This design comes from an exercise in tuning for small area, a short achievable clock period and few clock cycles per item on the open sky130 flow, not from production work.
Where RTL was checked, it was by simulation tests only, not by an equivalence proof against the original.
Only the layout flow was run in run 3; the RTL was not checked for function there.
The flow treats the clock pin as an ideal source. Dropping or thinning the clock tree relies on that and would not hold on a real chip.
No activity file was given, so power comes from the tool's default toggle rates.

===== design.v =====
`timescale 1ns / 1ps
module fa3(input x, input y, input z, output s, output c);
    assign s = x ^ y ^ z;
    assign c = (x & y) | (x & z) | (y & z);
endmodule
module ha2(input x, input y, output s, output c);
    assign s = x ^ y;
    assign c = x & y;
endmodule
`timescale 1ns / 1ps
module function_calculator(
    input clk_i,
    input rst_i,
    input [15:0] sw_i,
    input start_i,
    output busy_o,
    output [15:0] y_calc
 );
    function [3:0] low4;
        input [5:0] ar;
        low4 = {ar[3] & (ar[4] ^ ar[5]), ar[4] & ~ar[3], 1'b0, ar[3]} + ar[2:0];
    endfunction
    wire [7:0] b_i = sw_i[7:0];
    wire [2:0] r_d = (b_i >= 8'd216) ? 3'd6 :
                     (b_i >= 8'd125) ? 3'd5 :
                     (b_i >= 8'd64)  ? 3'd4 :
                     (b_i >= 8'd27)  ? 3'd3 :
                     (b_i >= 8'd8)   ? 3'd2 :
                     (b_i >= 8'd1)   ? 3'd1 : 3'd0;
    reg [7:0] aa;
    reg [2:0] rr;
    always @(posedge clk_i) begin
        if (rst_i) begin
            aa <= 8'd0;
            rr <= 3'd0;
        end else if (start_i) begin
            aa <= sw_i[15:8];
            rr <= r_d;
        end
    end
    wire n0 = aa[2] & ~aa[1];
    wire n1 = aa[2] & aa[1];
    wire n2 = aa[3] & ~aa[2];
    wire n3 = aa[3] & aa[2];
    wire n4 = aa[4] & ~aa[3];
    wire n5 = aa[4] & aa[3];
    wire n6 = aa[5] & ~aa[4];
    wire n7 = aa[5] & aa[4];
    wire n8 = aa[6] & ~aa[5];
    wire n9 = aa[6] & aa[5];
    wire n10 = aa[7] & ~aa[6];
    wire n11 = aa[7] & aa[6];
    wire n12 = aa[0] & aa[3];
    wire n13 = aa[0] & aa[4];
    wire n14 = aa[0] & aa[5];
    wire n15 = aa[0] & aa[6];
    wire n16 = aa[0] & aa[7];
    wire n17 = aa[1] & aa[3];
    wire n18 = aa[1] & aa[4];
    wire n19 = aa[1] & aa[5];
    wire n20 = aa[1] & aa[6];
    wire n21 = aa[1] & aa[7];
    wire n22 = aa[2] & aa[4];
    wire n23 = aa[2] & aa[5];
    wire n24 = aa[2] & aa[6];
    wire n25 = aa[2] & aa[7];
    wire n26 = aa[3] & aa[5];
    wire n27 = aa[3] & aa[6];
    wire n28 = aa[3] & aa[7];
    wire n29 = aa[4] & aa[6];
    wire n30 = aa[4] & aa[7];
    wire n31 = aa[5] & aa[7];
    wire n32 = aa[0] & aa[1] & aa[2];
    wire n33, n34;
    ha2 un33 (.x(n3), .y(n15), .s(n33), .c(n34));
    wire n35, n36;
    fa3 un35 (.x(n4), .y(n16), .z(n20), .s(n35), .c(n36));
    wire n37, n38;
    fa3 un37 (.x(n5), .y(n21), .z(n24), .s(n37), .c(n38));
    wire n39, n40;
    ha2 un39 (.x(n6), .y(n25), .s(n39), .c(n40));
    wire n41, n42;
    ha2 un41 (.x(n7), .y(n28), .s(n41), .c(n42));
    wire n43, n44;
    ha2 un43 (.x(n0), .y(n12), .s(n43), .c(n44));
    wire n45, n46;
    fa3 un45 (.x(n1), .y(n13), .z(n17), .s(n45), .c(n46));
    wire n47, n48;
    fa3 un47 (.x(n2), .y(n14), .z(n18), .s(n47), .c(n48));
    wire n49, n50;
    fa3 un49 (.x(n19), .y(n22), .z(n33), .s(n49), .c(n50));
    wire n51, n52;
    fa3 un51 (.x(n23), .y(n34), .z(n35), .s(n51), .c(n52));
    wire n53, n54;
    fa3 un53 (.x(n26), .y(n36), .z(n37), .s(n53), .c(n54));
    wire n55, n56;
    fa3 un55 (.x(n27), .y(n38), .z(n39), .s(n55), .c(n56));
    wire n57, n58;
    fa3 un57 (.x(n29), .y(n40), .z(n41), .s(n57), .c(n58));
    wire n59, n60;
    fa3 un59 (.x(n8), .y(n30), .z(n42), .s(n59), .c(n60));
    wire n61, n62;
    ha2 un61 (.x(n9), .y(n31), .s(n61), .c(n62));
    wire n63, n64;
    ha2 un63 (.x(n32), .y(n43), .s(n63), .c(n64));
    wire n65, n66;
    fa3 un65 (.x(n44), .y(n45), .z(n64), .s(n65), .c(n66));
    wire n67, n68;
    ha2 un67 (.x(n46), .y(n47), .s(n67), .c(n68));
    wire n69, n70;
    ha2 un69 (.x(n48), .y(n49), .s(n69), .c(n70));
    wire n71, n72;
    ha2 un71 (.x(n50), .y(n51), .s(n71), .c(n72));
    wire n73, n74;
    ha2 un73 (.x(n52), .y(n53), .s(n73), .c(n74));
    wire n75, n76;
    ha2 un75 (.x(n54), .y(n55), .s(n75), .c(n76));
    wire n77, n78;
    ha2 un77 (.x(n56), .y(n57), .s(n77), .c(n78));
    wire n79, n80;
    ha2 un79 (.x(n58), .y(n59), .s(n79), .c(n80));
    wire n81, n82;
    ha2 un81 (.x(n60), .y(n61), .s(n81), .c(n82));
    wire n83, n84;
    ha2 un83 (.x(n10), .y(n62), .s(n83), .c(n84));
    wire n85 = n68 | (n67 & n66);
    wire n86 = n67 & 1'b0;
    wire n87 = n72 | (n71 & n70);
    wire n88 = n71 & n69;
    wire n89 = n76 | (n75 & n74);
    wire n90 = n75 & n73;
    wire n91 = n80 | (n79 & n78);
    wire n92 = n79 & n77;
    wire n93 = n84 | (n83 & n82);
    wire n94 = n83 & n81;
    wire n95 = n87 | (n88 & n85);
    wire n96 = n88 & n86;
    wire n97 = n91 | (n92 & n89);
    wire n98 = n92 & n90;
    wire n99 = n97 | (n98 & n95);
    wire n100 = n98 & n96;
    wire n101 = n89 | (n90 & n95);
    wire n102 = n90 & n96;
    wire n103 = n93 | (n94 & n99);
    wire n104 = n94 & n100;
    wire n105 = n70 | (n69 & n85);
    wire n106 = n69 & n86;
    wire n107 = n74 | (n73 & n95);
    wire n108 = n73 & n96;
    wire n109 = n78 | (n77 & n101);
    wire n110 = n77 & n102;
    wire n111 = n82 | (n81 & n99);
    wire n112 = n81 & n100;
    wire n113 = 1'b0 | (n11 & n103);
    wire n114 = n11 & n104;
    wire n115 = n67 ^ n66;
    wire n116 = n69 ^ n85;
    wire n117 = n71 ^ n105;
    wire n118 = n73 ^ n95;
    wire n119 = n75 ^ n107;
    wire n120 = n77 ^ n101;
    wire n121 = n79 ^ n109;
    wire n122 = n81 ^ n99;
    wire n123 = n83 ^ n111;
    wire n124 = n11 ^ n103;
    wire [11:0] hi = {n124, n123, n122, n121, n120, n119, n118, n117, n116, n115, n65, n63};
    assign y_calc = {hi, low4({aa[2:0], rr})};
    assign busy_o = 1'b0;
endmodule

===== flow/run.sh =====
#!/bin/bash
# Standard layout with two changes:
#  - port buffers are buf_1 cells (the resizer's default pick is clkdlybuf4s50_1,
#    larger and slower);
#  - after CTS, the clock tree's leaf buffers are removed so one root clock
#    buffer drives every flip-flop (the design has only a few registers).
set -euo pipefail
here=$(pwd)
echo 'export BUFFER_PORTS_ARGS = -buffer_cell sky130_fd_sc_hd__buf_1' >> config.mk
echo 'export CTS_ARGS = -buf_list sky130_fd_sc_hd__clkbuf_4 -root_buf sky130_fd_sc_hd__clkbuf_8 -dont_use_dummy_load -repair_clock_nets' >> config.mk
echo "export POST_CTS_TCL = $here/flow/post_cts.tcl" >> config.mk
bash standard.sh > standard.log 2>&1

===== flow/post_cts.tcl =====
# Collapse the clock tree to a single buffer: every sink of a leaf clock
# buffer is moved onto the root buffer's output net, then the leaf buffers
# are deleted.
set block [ord::get_db_block]
set clk_port_net [$block findNet clk_i]
set root ""
foreach it [$clk_port_net getITerms] {
  set inst [$it getInst]
  if {[string match "*clkbuf*" [[$inst getMaster] getName]]} { set root $inst }
}
if {$root ne ""} {
  set rootnet [[$root findITerm X] getNet]
  set leaves {}
  foreach it [$rootnet getITerms] {
    set inst [$it getInst]
    if {$inst ne $root && [string match "*clkbuf*" [[$inst getMaster] getName]]} {
      lappend leaves $inst
    }
  }
  foreach leaf $leaves {
    set out [[$leaf findITerm X] getNet]
    set sinks {}
    foreach it [$out getITerms] {
      if {[$it getInst] ne $leaf} { lappend sinks $it }
    }
    foreach it $sinks {
      $it disconnect
      $it connect $rootnet
    }
    [$leaf findITerm A] disconnect
    [$leaf findITerm X] disconnect
    odb::dbInst_destroy $leaf
    odb::dbNet_destroy $out
  }
  puts "post_cts: moved sinks of [llength $leaves] leaf buffers onto [$root getName]"
}
estimate_parasitics -placement
report_clock_skew
report_checks -path_delay max -format end

===== standard.sh =====
#!/bin/bash
# synth_recipe.tcl (not shown) runs the flow's synth.tcl, then flattens the netlist and writes it again
# the make line also repeats each setting of config.mk as NAME=value (left out here)
make -C /OpenROAD-flow-scripts/flow DESIGN_CONFIG=/design/flow/config.mk WORK_HOME=/design/flow/orfs CLKGATE_MAP_FILE= SYNTH_SCRIPT=/design/flow/synth_recipe.tcl "${@:-finish}"

===== config.mk =====
export PLATFORM = sky130hd
export DESIGN_NAME = function_calculator
export DESIGN_NICKNAME = function_calculator
export VERILOG_FILES = /design/flow/design.v
export SDC_FILE = /design/flow/constraint.sdc
export NUM_CORES = 4
export LEC_CHECK = 0
export ABC_AREA = 1
export CAP_MARGIN = 20
export CORE_MARGIN = 2
export CORE_UTILIZATION = 40
export SLEW_MARGIN = 20
export SYNTH_HIERARCHICAL = 1
export SYNTH_MINIMUM_KEEP_SIZE = 0
export BUFFER_PORTS_ARGS = -buffer_cell sky130_fd_sc_hd__buf_1
export CTS_ARGS = -buf_list sky130_fd_sc_hd__clkbuf_4 -root_buf sky130_fd_sc_hd__clkbuf_8 -dont_use_dummy_load -repair_clock_nets
export POST_CTS_TCL = /design/flow/flow/post_cts.tcl

===== constraint.sdc =====
create_clock -name core_clock -period 5.0 [get_ports {clk_i}]
set_input_delay 1.0000 -clock core_clock [delete_from_list [all_inputs] [get_ports {clk_i}]]
set_output_delay 1.0000 -clock core_clock [all_outputs]
set_load 0.01 [all_outputs]

==> summary.txt, run 1 <==
CP Launch Point = aa[4]$_SDFFE_PP0P_
Cell Area, Synth = 0.001577 mm2
Post-synth ARST share = 0%
min-delay src = rr[0]$_SDFFE_PP0P_
number of global-route vias before repair = 1199
Syn Area/Cell = 7.007 um2
worst r2r dst = aa[6]$_SDFFE_PP0P_
starting density of the core = 42.42%
Slew Limit Fails = 0
Core Util, Final = 44.38%
Worst-path clk slew = 0.07 ns
number of synthesized flops with an enable pin = 0
largest net degree at the start of global routing = 18
average wire per cell in the routed design = 9.056 um
IO Pins = 36
DR vias/cell = 4.469
layout cell share with drive strength beyond 1 = 4.167%
clk latency of the worst-skew pair = 0.13 ns
first-pass GRT wire length = 4892 um
input/output buffers = 34
die area = 0.004460 mm2
register area share after synthesis = 13.97%
Filler cells = 408
Die Wd = 66.78 um
Via Count = 1287
top cell type's share of synthesized area = 19.84%
initial antenna violation count = 0
hold crit path type = reg -> reg
Rows = 22
r2r setup slk = 4.20 ns
total power = 0.2347 mW
Max Cap Viol = 0
NetSw = 0.08612 mW
clock sink count = 11
final period demand of the worst path = 4.105 ns
Distinct cells, synth = 21
Leakage Power = 1.045 nW
synth-to-layout area growth = 4.603%
crit path DAT = 3.11 ns
top cells by count, synth = nand2_1 (48), inv_1 (42), ha_1 (25)
DP Wirelength = 2263 um
crit path max fanout = 9
Synth area leader = ha_1
design area = 0.001649 mm2
Yosys warnings = 7
Finished Layout Cells = 288
r2r startpoint = aa[6]$_SDFFE_PP0P_
Setup CP Type = reg -> out
P_int = 0.1486 mW
Initial DRC Count = 24
outcome = timing/DRC/antenna clean
top_reg_cell synth = dfxtp_1
Comb pwr share = 38.2%
post-route clock period utilization = 82.10%
RSZ-0062 raised after global routing = false
Peak supply drop = 0.0001061 V
crit path cell chain = inv_1 > nor2_1 > fa_1 > fa_1 > ha_1 > a21oi_2 > nand2_2 > nand3_1 > nand3_1 > ha_1 > nor2_1 > xnor2_1 > buf_1
gr usage total = 14.77%
Worst setup EP type = output pin
placed insts = 287
CP max stage cell = dfxtp_1
switching share of power = 36.70%
Seq. cell area = 220.2 um2
DRC Markers = 0
f_max = 243.6 MHz
area of the multi-input gates = 0.001070 mm2
DRT Pass-1 Iters = 4
Clk pwr share = 16.8%
Final Hold Viols = 0
die height = 66.78 um
Core Box Area = 0.003716 mm2
synth top area cells = ha_1 (20%), dfxtp_1 (14%), fa_1 (14%)
cells after synthesis = 225
Syn Nets = 280
CP Data Required Time = 4.00 ns
antenna cells = 0
total gr overflow = 0
post-synthesis register bit count = 11
final weighted congestion in routability-driven placement = 0.7720
R2R depth = 2
Fin Setup TNS = 0 ns
area post-placement = 0.001635 mm2
Critical Path Source Type = flop
final setup vio count = 0
PwrDens = 142.3 mW/mm2
Min-Delay Endpoint = rr[0]$_SDFFE_PP0P_
fin nets = 297
Setup Skew = 0 ns
CP peak stage delay = 0.48 ns
Seq pwr share = 44.9%
drt total wl = 2608 um
count leader, synth = nand2_1
WHS Path Cells = 2
Final ANT Viol Nets = 0
[worst max path at each step]
stage	cells past startpoint	end	slack [ns]
2_1_floorplan	14	y_calc[12]	1.15
3_3_place_gp	16	y_calc[12]	1.12
3_5_place_dp	13	y_calc[12]	1.05
5_1_grt	13	y_calc[12]	0.60
6_report	13	y_calc[12]	0.89
[layout by cell type, fill, tap and decap left out, drive strengths merged]
| cell type | instances |
|---|---|
| nand2 | 54 |
| inv | 42 |
| buf | 34 |
| ha | 25 |
| nor2 | 23 |
| a21oi | 14 |
| fa | 11 |
| dfxtp | 11 |
| o21ai | 10 |
| nand3 | 4 |
| xnor2 | 4 |
| xor2 | 2 |
| a21o | 1 |
| a31o | 1 |
| nand3b | 1 |
| nor3 | 1 |
| conb | 1 |
| clkbuf | 1 |
[metrics by stage]
step                      hold slack (ns)  setup slack (ns)
after global placement             0.4756             1.118
after floorplan                    0.4413             1.149
after detailed placement           0.4761             1.049
after global routing               0.5129            0.5960
final                              0.4834            0.8950
[final cells by class]
type	count	area share, %
multi-input combinational	152	64.87
sequential	11	13.35
inverter	42	9.560
timing repair buffer	34	7.739
tap	48	3.642
clock buffer	1	0.8346
[registers in the layout, summed over array words and instances, names as in the netlist]
name  count
rr        3
aa        8
[per-layer routing]
layer	GRT usage, %	vias to the layer above	routed length (um)
li1	-	704	-
met5	0	-	0
met4	3.061	0	35
met3	0.6757	4	75
met2	25.12	21	1196
met1	20.71	558	1300
[power groups by stage]
stage                     clock network, mW  logic [mW]  registers (mW)
after global routing                 0.0474       0.106           0.107
after detailed placement                  0      0.0910           0.108
final                                0.0395      0.0898           0.105
after global placement                    0      0.0915           0.108
after floorplan                           0      0.0890          0.0991
[logic make-up after synthesis]
kind of cell	share of synthesized area [%]
other cells	0.2379
simple gates	21.35
fa+ha+maj	33.81
xor+xnor	3.333
buf+inv	18.17
compound gates	9.128
flops	13.97
[modules after synthesis, one instance, submodules excluded]
module               area, um2  copies in the design  cells inside
fa3                      20.02                    11             1
ha2                      12.51                    15             1
function_calculator       1169                     1           199
[worst max-delay path, delay by kind of cell, from the launching register on]
kind | cells | cell delay (ns)
flops | 1 | 0.48
compound gates | 1 | 0.16
buf+inv | 2 | 0.27
xor+xnor | 1 | 0.13
simple gates | 5 | 0.49
fa+ha+maj | 4 | 1.46
==> run 2, diff against run 1 <==
--- a/config.mk
+++ b/config.mk
@@ -8,7 +8,7 @@
 export ABC_AREA = 1
 export CAP_MARGIN = 20
 export CORE_MARGIN = 2
-export CORE_UTILIZATION = 40
+export CORE_UTILIZATION = 50
 export SLEW_MARGIN = 20
 export SYNTH_HIERARCHICAL = 1
 export SYNTH_MINIMUM_KEEP_SIZE = 0
==> run 2 against run 1 <==
  * Global-route usage grew 1.9 points
  * Worst hold slack gained 0.012 ns
  * Register-to-register slack lost 0.04 ns
  * Critical path depth is the same
  * Via count grew 3.3%
  * Critical endpoint unchanged
  * Fmax shrank 1.2%
  * Non-clock buffer count is the same
  * Die area shrank 19%
==> summary.txt, run 2 <==
Initial DRC Count = 49
CP Launch Point = aa[4]$_SDFFE_PP0P_
R2R depth = 2
first-pass GRT wire length = 4464 um
switching share of power = 37.09%
r2r startpoint = aa[0]$_SDFFE_PP0P_
NetSw = 0.08759 mW
Seq pwr share = 44.6%
synth-to-layout area growth = 4.286%
Seq. cell area = 220.2 um2
gr usage total = 16.70%
CP Data Required Time = 4.00 ns
Critical Path Source Type = flop
DP Wirelength = 2189 um
Yosys warnings = 7
PwrDens = 143.7 mW/mm2
DR vias/cell = 4.680
hold crit path type = reg -> reg
most frequent cells in the layout = nand2_1 (48), inv_1 (42), buf_1 (34)
Most flops, register = aa
CP max stage cell = dfxtp_1
final period demand of the worst path = 4.155 ns
drt total wl = 2546 um
crit path cell chain = inv_1 > nor2_1 > fa_1 > fa_1 > ha_1 > a21oi_2 > nand2_2 > nand3_1 > nand3_1 > ha_1 > nor2_1 > xnor2_1 > buf_1
number of synthesized flops with an enable pin = 0
fin nets = 297
Max Cap Viol = 0
Final Hold Viols = 0
CP peak stage delay = 0.48 ns
clk latency of the worst-skew pair = 0.14 ns
initial antenna violation count = 0
die area = 0.003618 mm2
total gr overflow = 0
outcome = timing/DRC/antenna clean
Leakage Power = 1.045 nW
Clk pwr share = 17.4%
crit path DAT = 3.15 ns
Synth area leader = ha_1
Rows = 20
clock sink count = 11
Peak supply drop = 0.0001133 V
post-synthesis register bit count = 11
starting density of the core = 52.07%
RSZ-0062 raised after global routing = false
Core Util, Final = 54.30%
Core Box Area = 0.003028 mm2
Final ANT Viol Nets = 0
register area share after synthesis = 13.97%
biggest regs = aa: 8 flops, rr: 3 flops
count leader, synth = nand2_1
top_reg_cell synth = dfxtp_1
average wire per cell in the routed design = 8.965 um
final weighted congestion in routability-driven placement = 0.7474
IO Pins = 36
final setup vio count = 0
Worst-path clk slew = 0.07 ns
largest net degree at the start of global routing = 18
Comb pwr share = 37.9%
Die Wd = 60.15 um
Syn Area/Cell = 7.007 um2
max reg flops = 8
Distinct cells, synth = 21
Syn Nets = 280
Post-synth ARST share = 0%
antenna cells = 0
area of the multi-input gates = 0.001070 mm2
Filler cells = 321
Via Count = 1329
input/output buffers = 34
Cell Area, Synth = 0.001577 mm2
Fin Setup TNS = 0 ns
Slew Limit Fails = 0
commonest non-fill, non-tap cell in the layout = nand2_1
post-route clock period utilization = 83.10%
Worst setup EP type = output pin
Critical Path Sink = y_calc[12]
worst r2r dst = aa[0]$_SDFFE_PP0P_
top cells by count, synth = nand2_1 (48), inv_1 (42), ha_1 (25)
DRC Markers = 0
Setup CP Type = reg -> out
f_max = 240.7 MHz
DRT Pass-1 Iters = 4
Setup Skew = 0 ns
cells after synthesis = 225
layout cell share with drive strength beyond 1 = 4.167%
P_int = 0.1486 mW
synth top area cells = ha_1 (20%), dfxtp_1 (14%), fa_1 (14%)
crit path max fanout = 9
die height = 60.15 um
r2r setup slk = 4.16 ns
number of global-route vias before repair = 1155
top cell type's share of synthesized area = 19.84%
run 2: cell counts in the layout (fill, tap and decap cells not counted):
No cell type changed its count.
run 2: final cells by class:
class	instances	area share (%)
Multi-Input combinational cell	152	65.07
Sequential cell	11	13.39
Inverter	42	9.589
Timing Repair Buffer	34	7.763
Tap cell	44	3.349
Clock buffer	1	0.8371
run 2: how the worst min path moves through the flow:
stage	cells past startpoint	to	from	slack, ns
2_1_floorplan	2	rr[0]$_SDFFE_PP0P_	rr[0]$_SDFFE_PP0P_	0.44
3_3_place_gp	2	rr[0]$_SDFFE_PP0P_	rr[0]$_SDFFE_PP0P_	0.48
3_5_place_dp	2	rr[0]$_SDFFE_PP0P_	rr[0]$_SDFFE_PP0P_	0.48
5_1_grt	2	rr[0]$_SDFFE_PP0P_	rr[0]$_SDFFE_PP0P_	0.52
6_report	2	rr[0]$_SDFFE_PP0P_	rr[0]$_SDFFE_PP0P_	0.50
run 2: cells by family (layout without fill, tap and decap cells):
kind of cell	Yosys count	after routing	synth area share, %
AO/OA/AOI/OAI	26	26	9.128
buffers and inverters	62	77	18.17
AND/OR/NAND/NOR	83	83	21.35
flip-flops	11	11	13.97
XOR/XNOR	6	6	3.333
other	1	1	0.2379
adder cells (fa/ha/maj)	36	36	33.81
run 2: critical path: cells and delay by family, from the launching register on:
| family | cells | cell delay, ns |
|---|---|---|
| simple gates | 5 | 0.52 |
| compound gates | 1 | 0.16 |
| xor+xnor | 1 | 0.13 |
| flops | 1 | 0.48 |
| fa+ha+maj | 4 | 1.46 |
| buf+inv | 2 | 0.26 |
run 2: through the flow:
step	area, um2	std cells	setup WS (ns)	hold slack (ns)	total power, mW
2_1_floorplan	1577	225	1.149	0.4413	0.1881
3_3_place_gp	1630	283	1.012	0.4772	0.1989
5_1_grt	1644	284	0.6200	0.5172	0.2594
3_5_place_dp	1630	283	0.9896	0.4808	0.1988
6_report	1644	284	0.8451	0.4955	0.2362
run 2: metal layers:
layer	GRT usage, %	wire length (um)
met5	0	0
met4	0.9524	0
met3	1.948	130
met2	29.19	1193
met1	22.97	1222
run 2: power groups by stage:
stage | clock, mW | sequential [mW] | combinational [mW]
3_3_place_gp | 0 | 0.108 | 0.0910
2_1_floorplan | 0 | 0.0991 | 0.0890
5_1_grt | 0.0465 | 0.107 | 0.106
3_5_place_dp | 0 | 0.108 | 0.0909
6_report | 0.0412 | 0.105 | 0.0896
run 2: Yosys stat by module (local to each module, per instance):
module               copies in the design  flops+latches  cells inside  cell area (um2)
function_calculator                     1             11           199             1169
fa3                                    11              0             1            20.02
ha2                                    15              0             1            12.51
==> run 3, diff against run 2 <==
--- a/design.v
+++ b/design.v
@@ -14,7 +14,7 @@
     input [15:0] sw_i,
     input start_i,
     output busy_o,
-    output [15:0] y_calc
+    output reg [15:0] y_calc
  );
     function [3:0] low4;
         input [5:0] ar;
@@ -27,17 +27,7 @@
                      (b_i >= 8'd27)  ? 3'd3 :
                      (b_i >= 8'd8)   ? 3'd2 :
                      (b_i >= 8'd1)   ? 3'd1 : 3'd0;
-    reg [7:0] aa;
-    reg [2:0] rr;
-    always @(posedge clk_i) begin
-        if (rst_i) begin
-            aa <= 8'd0;
-            rr <= 3'd0;
-        end else if (start_i) begin
-            aa <= sw_i[15:8];
-            rr <= r_d;
-        end
-    end
+    wire [7:0] aa = sw_i[15:8];
     wire n0 = aa[2] & ~aa[1];
     wire n1 = aa[2] & aa[1];
     wire n2 = aa[3] & ~aa[2];
@@ -125,45 +115,78 @@
     ha2 un83 (.x(n10), .y(n62), .s(n83), .c(n84));
     wire n85 = n68 | (n67 & n66);
     wire n86 = n67 & 1'b0;
-    wire n87 = n72 | (n71 & n70);
-    wire n88 = n71 & n69;
-    wire n89 = n76 | (n75 & n74);
-    wire n90 = n75 & n73;
-    wire n91 = n80 | (n79 & n78);
-    wire n92 = n79 & n77;
-    wire n93 = n84 | (n83 & n82);
-    wire n94 = n83 & n81;
-    wire n95 = n87 | (n88 & n85);
-    wire n96 = n88 & n86;
-    wire n97 = n91 | (n92 & n89);
-    wire n98 = n92 & n90;
-    wire n99 = n97 | (n98 & n95);
-    wire n100 = n98 & n96;
-    wire n101 = n89 | (n90 & n95);
-    wire n102 = n90 & n96;
-    wire n103 = n93 | (n94 & n99);
-    wire n104 = n94 & n100;
-    wire n105 = n70 | (n69 & n85);
-    wire n106 = n69 & n86;
-    wire n107 = n74 | (n73 & n95);
-    wire n108 = n73 & n96;
-    wire n109 = n78 | (n77 & n101);
-    wire n110 = n77 & n102;
-    wire n111 = n82 | (n81 & n99);
-    wire n112 = n81 & n100;
-    wire n113 = 1'b0 | (n11 & n103);
-    wire n114 = n11 & n104;
-    wire n115 = n67 ^ n66;
-    wire n116 = n69 ^ n85;
-    wire n117 = n71 ^ n105;
-    wire n118 = n73 ^ n95;
-    wire n119 = n75 ^ n107;
-    wire n120 = n77 ^ n101;
-    wire n121 = n79 ^ n109;
-    wire n122 = n81 ^ n99;
-    wire n123 = n83 ^ n111;
-    wire n124 = n11 ^ n103;
-    wire [11:0] hi = {n124, n123, n122, n121, n120, n119, n118, n117, n116, n115, n65, n63};
-    assign y_calc = {hi, low4({aa[2:0], rr})};
+    wire n87 = n70 | (n69 & n68);
+    wire n88 = n69 & n67;
+    wire n89 = n72 | (n71 & n70);
+    wire n90 = n71 & n69;
+    wire n91 = n74 | (n73 & n72);
+    wire n92 = n73 & n71;
+    wire n93 = n76 | (n75 & n74);
+    wire n94 = n75 & n73;
+    wire n95 = n78 | (n77 & n76);
+    wire n96 = n77 & n75;
+    wire n97 = n80 | (n79 & n78);
+    wire n98 = n79 & n77;
+    wire n99 = n82 | (n81 & n80);
+    wire n100 = n81 & n79;
+    wire n101 = n84 | (n83 & n82);
+    wire n102 = n83 & n81;
+    wire n103 = 1'b0 | (n11 & n84);
+    wire n104 = n11 & n83;
+    wire n105 = n87 | (n88 & n66);
+    wire n106 = n88 & 1'b0;
+    wire n107 = n89 | (n90 & n85);
+    wire n108 = n90 & n86;
+    wire n109 = n91 | (n92 & n87);
+    wire n110 = n92 & n88;
+    wire n111 = n93 | (n94 & n89);
+    wire n112 = n94 & n90;
+    wire n113 = n95 | (n96 & n91);
+    wire n114 = n96 & n92;
+    wire n115 = n97 | (n98 & n93);
+    wire n116 = n98 & n94;
+    wire n117 = n99 | (n100 & n95);
+    wire n118 = n100 & n96;
+    wire n119 = n101 | (n102 & n97);
+    wire n120 = n102 & n98;
+    wire n121 = n103 | (n104 & n99);
+    wire n122 = n104 & n100;
+    wire n123 = n109 | (n110 & n66);
+    wire n124 = n110 & 1'b0;
+    wire n125 = n111 | (n112 & n85);
+    wire n126 = n112 & n86;
+    wire n127 = n113 | (n114 & n105);
+    wire n128 = n114 & n106;
+    wire n129 = n115 | (n116 & n107);
+    wire n130 = n116 & n108;
+    wire n131 = n117 | (n118 & n109);
+    wire n132 = n118 & n110;
+    wire n133 = n119 | (n120 & n111);
+    wire n134 = n120 & n112;
+    wire n135 = n121 | (n122 & n113);
+    wire n136 = n122 & n114;
+    wire n137 = n131 | (n132 & n66);
+    wire n138 = n132 & 1'b0;
+    wire n139 = n133 | (n134 & n85);
+    wire n140 = n134 & n86;
+    wire n141 = n135 | (n136 & n105);
+    wire n142 = n136 & n106;
+    wire n143 = n67 ^ n66;
+    wire n144 = n69 ^ n85;
+    wire n145 = n71 ^ n105;
+    wire n146 = n73 ^ n107;
+    wire n147 = n75 ^ n123;
+    wire n148 = n77 ^ n125;
+    wire n149 = n79 ^ n127;
+    wire n150 = n81 ^ n129;
+    wire n151 = n83 ^ n137;
+    wire n152 = n11 ^ n139;
+    wire [11:0] hi = {n152, n151, n150, n149, n148, n147, n146, n145, n144, n143, n65, n63};
+    always @(posedge clk_i) begin
+        if (rst_i)
+            y_calc <= 16'd0;
+        else if (start_i)
+            y_calc <= {hi, low4({aa[2:0], r_d})};
+    end
     assign busy_o = 1'b0;
 endmodule
==> flow/run.sh (replaced) <==
#!/bin/bash
# Standard layout, with the port buffers inserted as buf_1 cells instead of
# the resizer's default choice (clkdlybuf4s50_1, larger and slower), and a
# smaller clock tree (no sink clustering, no dummy loads).
set -euo pipefail
echo 'export BUFFER_PORTS_ARGS = -buffer_cell sky130_fd_sc_hd__buf_1' >> config.mk
echo 'export CTS_ARGS = -buf_list sky130_fd_sc_hd__clkbuf_4 -root_buf sky130_fd_sc_hd__clkbuf_4 -dont_use_dummy_load -repair_clock_nets' >> config.mk
bash standard.sh > standard.log 2>&1
==> config.mk (replaced) <==
export PLATFORM = sky130hd
export DESIGN_NAME = function_calculator
export DESIGN_NICKNAME = function_calculator
export VERILOG_FILES = /design/flow/design.v
export SDC_FILE = /design/flow/constraint.sdc
export NUM_CORES = 4
export LEC_CHECK = 0
export ABC_AREA = 0
export CAP_MARGIN = 20
export CORE_MARGIN = 2
export CORE_UTILIZATION = 40
export SLEW_MARGIN = 20
export SYNTH_HIERARCHICAL = 1
export SYNTH_MINIMUM_KEEP_SIZE = 0
export BUFFER_PORTS_ARGS = -buffer_cell sky130_fd_sc_hd__buf_1
export CTS_ARGS = -buf_list sky130_fd_sc_hd__clkbuf_4 -root_buf sky130_fd_sc_hd__clkbuf_4 -dont_use_dummy_load -repair_clock_nets
removed: flow/post_cts.tcl
==> run 3 against run 2 <==
  * Count of clock-buffer cells in the layout increased by 2
  * Via count rose by 11%
  * Routed wire length rose by 45%
  * Total power is 81% higher
  * Critical path type is now in -> reg
  * Largest cell class unchanged
==> summary.txt, run 3 <==
die area = 0.004928 mm2
post-synthesis register bit count = 16
layout cell share with drive strength beyond 1 = 4.661%
clock sink count = 16
min-delay src = y_calc[2]$_SDFFE_PP0P_
Die Wd = 70.20 um
PwrDens = 219.6 mW/mm2
Cell Area, Synth = 0.001753 mm2
Leakage Power = 0.8790 nW
largest family of logic cells by synthesized area = adder cells
CP Data Required Time = 5.23 ns
P_int = 0.2598 mW
drt total wl = 3692 um
Initial DRC Count = 44
post-synthesis xor/xnor area fraction = 2.998%
Post CTS Setup Buffer Count = 0
largest net degree at the start of global routing = 20
IO Pins = 36
crit path max fanout = 9
hold-fix buffers at CTS = 0
Final ANT Viol Nets = 0
Synth area leader = dfxtp_1
Resized cells post-CTS = 0
CP max stage cell = fa_1
max reg flops = 16
final setup vio count = 0
top_reg_cell synth = dfxtp_1
Seq. cell area = 320.3 um2
number of synthesized flops with an enable pin = 0
Worst setup EP type = flop
CTS Root Cell = clkbuf_4
total gr overflow = 0
commonest non-fill, non-tap cell in the layout = buf_1
starting density of the core = 40.82%
Max Cap Viol = 0
final weighted congestion in routability-driven placement = 0.8465
Yosys warnings = 7
area of the multi-input gates = 0.001369 mm2
Core Box Area = 0.004294 mm2
Post-synth ARST share = 0%
Syn Area/Cell = 8.593 um2
clock buffer count from CTS = 3
simple-gate portion of the synthesized area = 24.70%
CTS tree = done
Rows = 24
hold crit path type = reg -> reg
Fin Setup TNS = 0 ns
Setup WS pre-CTS = 1.079 ns
NetSw = 0.1683 mW
Syn Nets = 255
register area share after synthesis = 18.27%
input/output buffers = 34
Clock Tree Buf Depth = 2
r2r startpoint = y_calc[3]$_SDFFE_PP0P_
DP Wirelength = 2984 um
most frequent cells in the layout = buf_1 (34), and2_1 (25), ha_1 (21)
outcome = timing/DRC/antenna clean
final period demand of the worst path = 3.629 ns
Seq pwr share = 35.3%
cells after synthesis = 204
post-synthesis mux area share = 3.997%
Synth Area in Adders = 28.69%
Filler cells = 448
top cell type's share of synthesized area = 18.27%
top cells by count, synth = and2_1 (25), ha_1 (21), nor2_1 (19)
Final Hold Viols = 0
post-route clock period utilization = 72.59%
synth top area cells = dfxtp_1 (18%), ha_1 (15%), fa_1 (13%)
average wire per cell in the routed design = 12.82 um
Worst-path clk slew = 0.09 ns
gr usage total = 16.17%
Peak supply drop = 0.0001465 V
antenna cells = 0
die height = 70.20 um
DR vias/cell = 5.139
Via Count = 1480
Worst path most repeated cell = fa_1
f_max = 275.5 MHz
Distinct cells, synth = 45
DRT Pass-1 Iters = 4
Finished Layout Cells = 288
count leader, synth = and2_1
crit path cell chain = buf_1 > nor2b_1 > fa_1 > fa_1 > ha_1 > o211ai_1 > a21boi_2 > o311ai_0 > or4_1 > nand3_1
Slew Limit Fails = 0
placed insts = 285
number of global-route vias before repair = 1379
CP peak stage delay = 0.48 ns
Setup CP Type = in -> reg
crit path DAT = 3.86 ns
RSZ-0062 raised after global routing = false
Critical Path Source Type = input port
H-tree depth = 1
switching share of power = 39.32%
Synth Area in Compound Gates = 17.49%
fin nets = 289
max_slew headroom = 47.30%
first-pass GRT wire length = 6534 um
CP Launch Point = sw_i[12]
synth-to-layout area growth = 11.21%
Comb pwr share = 49.1%
biggest regs = y_calc: 16 flops
Setup Skew = 0 ns
Clk pwr share = 15.6%
clk latency of the worst-skew pair = 0.29 ns
Most flops, register = y_calc
initial antenna violation count = 0
Worst-Margin Slew = 0.7905 ns
DRC Markers = 0
final worst slack = 1.371 ns
==> run 3: cell count changes in the layout (fill, tap and decap cells not counted), moves of 3 or more <==
| cell | delta |
|---|---|
| a211oi_1 | +4 |
| o21a_1 | +3 |
| nand2_1 | -35 |
| nand2_2 | -6 |
| nor3_1 | +6 |
| mux2i_1 | +7 |
| ha_1 | -4 |
| and2_1 | +25 |
| nor2b_1 | +5 |
| nor2_1 | -4 |
| clkbuf_4 | +3 |
| a21oi_1 | -5 |
| inv_1 | -32 |
| dfxtp_1 | +5 |
==> run 3: per-module statistics from Yosys (local to each module, per instance) <==
module / cell area [um2] / flops+latches
ha2: 12.51 / 0
function_calculator: 1345 / 16
fa3: 20.02 / 0
==> run 3: kinds of logic (layout without fill, tap and decap cells) <==
family          after synthesis  after routing
compound gates               41             41
xor+xnor                      6              6
fa+ha+maj                    34             34
buf+inv                      16             48
flops                        16             16
mux                           7              7
other cells                   1              1
simple gates                 83             83
==> run 3: path summary, 6_finish.rpt <==
kind                                  end  slack, ns  cells past startpoint
hold reg to reg    y_calc[2]$_SDFFE_PP0P_       0.49                      2
setup reg to reg   y_calc[3]$_SDFFE_PP0P_       4.11                      2
hold / removal     y_calc[2]$_SDFFE_PP0P_       0.49                      2
setup / recovery  y_calc[13]$_SDFFE_PP0P_       1.37                     10
==> run 3: cell type report <==
cell class | instances | area share (%)
clock buffer | 3 | 1.155
inverter | 10 | 1.926
multi-input combinational | 172 | 70.22
sequential | 16 | 16.43
tap | 52 | 3.338
timing repair buffer | 35 | 6.932
==> run 3: worst max-delay path: cells and delay by family <==
family,cells,cell delay (ns)
adders and majority gates,3,1.30
buffers and inverters,1,0.27
and+or+nand+nor,3,0.74
AOI/OAI and AO/OA,3,0.54
==> run 3: power by group through the flow <==
| stage | sequential (mW) | clock, mW | combinational (mW) |
|---|---|---|---|
| 6_report | 0.151 | 0.0670 | 0.210 |
| 5_1_grt | 0.154 | 0.0769 | 0.238 |
| 4_1_cts | 0.151 | 0.0706 | 0.211 |
| 3_5_place_dp | 0.154 | 0 | 0.208 |
| 3_3_place_gp | 0.154 | 0 | 0.210 |
| 2_1_floorplan | 0.161 | 0 | 0.145 |
==> run 3: stage by stage <==
| step | hold slack, ns | total power, mW | utilization, % | instance area (um2) |
|---|---|---|---|---|
| floorplan | 0.5050 | 0.3060 | - | 1753 |
| global placement | 0.4736 | 0.3641 | 44.87 | 1927 |
| detailed placement | 0.4789 | 0.3624 | 44.87 | 1927 |
| CTS | 0.4923 | 0.4325 | 45.40 | 1949 |
| global route | 0.5334 | 0.4680 | 45.40 | 1949 |
| finish | 0.4886 | 0.4281 | 45.40 | 1949 |
==> run 3: layer usage <==
metal  share of wire [%]  global-route usage (%)  vias to the layer above
met3                 2.8                   1.154                        5
met1                  57                   26.45                      663
met5                   0                       0                        -
met4                 1.5                   5.983                        0
met2                  39                   21.59                       31
li1                    -                       -                      781

## port drivers added, routing unchanged
The flow's constraints put no driver on any port. The routed layouts listed below were extracted and timed again, unchanged, in two steps.
Step 1, drivers: a clkbuf_16 drives clk_i and a buf_2 each remaining input, both assumed.
Step 2 times the ports against the registers' clock, not the clock port: input delays grow and output delays shrink by t, the midpoint of the rising clock arrivals with the driver on.
Three values: no drivers, after step 1, after step 2; two values: the first two.
run	t, ns	setup WS [ns]	worst setup path at the end	clock arrival spread, ns	worst register clock-pin slew, ns
run 1	0.154	0.895 / 0.873 / 1.028	register to output	0.001 / 0.001	0.07 / 0.07
run 2	0.157	0.845 / 0.824 / 0.981	register to output	0.000 / 0.000	0.07 / 0.07
run 3	0.304	1.371 / 1.368 / 1.063	input to register	0.006 / 0.007	0.09 / 0.09
After both steps every run listed still meets setup and hold. For run 3, which loses most, drivers alone change the setup slack by -0.003 ns; drivers and shift together by -0.308 ns.
